This design comes from an exercise in tuning for small area, a short achievable clock period and few clock cycles on the open sky130 flow, not from production work. Power figures rest on the tool's default switching activity, not on a simulated workload.

the baseline:
==> flow/design.v <==
module xlr8_fdiv
  #(parameter K = 2)
  (input  logic        clk,
   input  logic        rst_n,
   input  logic        start_div,   
   input  logic        start_nop,   
   input  logic [31:0] numer,
   input  logic [31:0] denom,
   output logic        fin,
   output logic [31:0] result);
   localparam NCYC = 28 / K;    
   logic [4:0]  cnt;         
   logic        busy;
   logic        rnd;         
   logic [22:0] dvs;         
   logic [24:0] dvd;         
   logic [24:0] d_row [0:K];
   logic [K-1:0] q_row;
   logic [25:0] t_row [0:K-1];
   always_comb begin
      d_row[0] = dvd;
      for (int i = 0; i < K; i++) begin
         t_row[i] = {1'b0, d_row[i]} - {2'b01, dvs};
         q_row[K-1-i] = !t_row[i][25];
         d_row[i+1] = t_row[i][25] ? {d_row[i][23:0], 1'b0}
                                   : {t_row[i][23:0], 1'b0};
      end
   end
   logic [7:0]  exp_n, exp_d, exp_q;
   logic        n_nan, d_nan, n_inf, d_inf, n_0, d_0;
   logic        norm, stcky, g, r;
   logic [27:0] q_adjst;
   logic [25:0] q_inc_g;
   logic [24:0] q_rnd;
   logic [31:0] q_out;
   always_comb begin
      exp_n = numer[30:23];
      exp_d = denom[30:23];
      n_nan = (exp_n == 8'hff) && (numer[22:0] != 0);
      d_nan = (exp_d == 8'hff) && (denom[22:0] != 0);
      n_inf = (exp_n == 8'hff) && (numer[22:0] == 0);
      d_inf = (exp_d == 8'hff) && (denom[22:0] == 0);
      n_0 = (exp_n == 0);
      d_0 = (exp_d == 0);
      norm = result[27];
      q_adjst = norm ? {1'b0, result[27:1]} : result[27:0];
      exp_q = exp_n - exp_d + 8'd126 + {7'd0, norm};
      stcky = q_adjst[0] || (|dvd);
      g = q_adjst[2];
      r = q_adjst[1];
      q_inc_g = q_adjst[27:2] + 26'd1;
      q_rnd[0] = (g && !r && !stcky) ? 1'b0 : q_inc_g[1];
      q_rnd[24:1] = q_inc_g[25:2];
      if (n_nan || d_nan || (n_0 && d_0) || (n_inf && d_inf))
        q_out = 32'h7fffffff;
      else if (n_inf || d_0)
        q_out = {numer[31] ^ denom[31], 8'hff, 23'h0};
      else if (n_0 || d_inf)
        q_out = {numer[31] ^ denom[31], 31'h0};
      else
        q_out = {numer[31] ^ denom[31], exp_q, q_rnd[22:0]};
   end
   assign busy = (cnt != 5'd0);
   assign fin = (NCYC == 1) ? start_div : (busy && cnt == 5'd1);
   always_ff @(posedge clk or negedge rst_n)
     if (!rst_n) begin
        cnt <= 5'd0;
        rnd <= 1'b0;
     end
     else begin
        rnd <= fin;
        if (start_div)
          cnt <= NCYC[4:0] - 5'd1;
        else if (busy)
          cnt <= cnt - 5'd1;
     end
   always_ff @(posedge clk)
     dvs <= denom[22:0];
   always_ff @(posedge clk)
     if (start_div || busy)
       dvd <= d_row[K];
     else
       dvd <= {2'b01, numer[22:0]};
   always_ff @(posedge clk or negedge rst_n)
     if (!rst_n)
       result <= 32'h0;
     else if (start_nop)
       result <= 32'h0;
     else if (start_div || busy)
       result <= {result[31-K:0], q_row};
     else if (rnd)
       result <= q_out;
endmodule  
`timescale 1 ns / 1 ns
module xlr8_xf
  (input  logic        clk,
   input  logic        rstn,
   input  logic [5:0]  adr,
   input  logic [7:0]  dbus_in,
   output logic [7:0]  dbus_out,
   input  logic        iore,
   input  logic        iowe,
   output logic        out_en,
   output logic        start_div,   
   output logic        start_nop,   
   input  logic        fin,         
   input  logic [31:0] result);
   logic [6:0] ctrl_reg;
   logic       flag;       
   logic       unsup;      
   logic       ctrl_we;
   logic       status_re;
   logic       start;
   logic [7:0] rbyte;
   logic [7:0] creg;
   assign ctrl_we   = iowe && (adr == 6'h10);
   assign status_re = iore && (adr == 6'h11);
   assign start     = ctrl_we && dbus_in[6];
   assign start_div = start && (dbus_in[2:0] == 3'd3);
   assign start_nop = start && (dbus_in[2:0] != 3'd3);
   assign out_en = iore && !adr[5] &&
                   (adr[4] ? (adr[3:1] == 3'b000) : (adr[3:2] == 2'b11));
   always_comb begin
      case (adr[1:0])
        2'd0:    rbyte = result[7:0];
        2'd1:    rbyte = result[15:8];
        2'd2:    rbyte = result[23:16];
        default: rbyte = result[31:24];
      endcase
      creg = adr[0] ? {flag, unsup, 6'h00} : {1'b0, ctrl_reg};
      dbus_out = adr[4] ? creg : rbyte;
   end
   always_ff @(posedge clk or negedge rstn)
     if (!rstn)
       ctrl_reg <= 7'h00;
     else if (ctrl_we)
       ctrl_reg <= dbus_in[6:0];
   always_ff @(posedge clk or negedge rstn)
     if (!rstn) begin
        flag  <= 1'b0;
        unsup <= 1'b0;
     end
     else if (start_nop) begin
        flag  <= 1'b1;
        unsup <= 1'b1;
     end
     else if (fin) begin
        flag  <= 1'b1;
        unsup <= 1'b0;
     end
     else if (start) begin
        flag  <= 1'b0;
        unsup <= 1'b0;
     end
     else if (status_re)
       flag <= 1'b0;
endmodule
`timescale 1 ns / 1 ns
module xlr8_float_div
  (input  logic        clk,
   input  logic        rstn,
   input  logic [5:0]  adr,
   input  logic [7:0]  dbus_in,
   output logic [7:0]  dbus_out,
   input  logic        iore,
   input  logic        iowe,
   output logic        out_en,
   input  logic [31:0] opa,    
   input  logic [31:0] opb     
   );
   logic        start_div;
   logic        start_nop;
   logic        fin;
   logic [31:0] result;
   xlr8_xf xf_inst
     (.clk       (clk),
      .rstn      (rstn),
      .adr       (adr),
      .dbus_in   (dbus_in),
      .dbus_out  (dbus_out),
      .iore      (iore),
      .iowe      (iowe),
      .out_en    (out_en),
      .start_div (start_div),
      .start_nop (start_nop),
      .fin       (fin),
      .result    (result));
   xlr8_fdiv fdiv_inst
     (.clk       (clk),
      .rst_n     (rstn),
      .start_div (start_div),
      .start_nop (start_nop),
      .numer     (opa),
      .denom     (opb),
      .fin       (fin),
      .result    (result));
endmodule
Settings: LEC_CHECK=0, ABC_CLOCK_PERIOD_IN_PS=2400, CAP_MARGIN=20, CORE_MARGIN=2, CORE_UTILIZATION=40, SETUP_SLACK_MARGIN=2.0, SLEW_MARGIN=20; clock period 5.0 ns.
run.sh (not shown) runs the stock make flow with config.mk's settings and CLKGATE_MAP_FILE= SYNTH_SCRIPT=/design/flow/synth_recipe.tcl, a recipe that flattens the netlist after the stock synthesis.
The baseline finished every stage and its layout cleared the timing, design-rule and antenna checks.
The inputs of the candidate differ from those of the baseline as listed below.
--- a/flow/config.mk
+++ b/flow/config.mk
@@ -8 +7,0 @@
-export ABC_CLOCK_PERIOD_IN_PS = 2400
@@ -12 +10,0 @@
-export SETUP_SLACK_MARGIN = 2.0
[summary]
Going from the baseline to the candidate, sequential cell area dropped about 0.35%; buffer and inverter count on the worst path dropped 2; post-layout worst setup margin climbed 0.020 ns; wire length per cell after detailed routing dropped about 7%.
In the candidate, multi-input logic portion of the cell area is lower than in the baseline.
Compared with the baseline, the candidate shows a lower relative area change from synthesis to final layout.
Fraction of area in non-clock buffers ends up higher on the baseline.
The estimated power of the candidate ends up lower than the estimate for the baseline.
NOTE: part of the cycle the worst path needs in the candidate falls short of that of the baseline
No run of this note included a check of the RTL's function; only the layout flow was run.

-- what the ideal ports hide --
In the flow no input, the clock included, has a driving cell. The finished layouts below were timed again as built, in two steps.
Step 1, drivers: a clkbuf_16 drives clk and a buf_2 each remaining input, both assumed.
Step 2 adds t to the input delays and takes it off the output delays; t is the mean of the earliest and latest rising clock arrival at the registers after step 1. Input paths then give back, and output paths get back, about the clock's delay inside the block.
a / b / c = ideal ports / drivers / drivers and shift; a / b = the first two.
run	shift t [ns]	slack for setup (ns)	hold WS [ns]
the baseline	0.408	0.129 / 0.129 / 0.129	0.514 / 0.514 / 0.514
the candidate	0.411	0.148 / 0.148 / 0.148	0.517 / 0.517 / 0.517
After both steps every run listed still meets setup and hold.
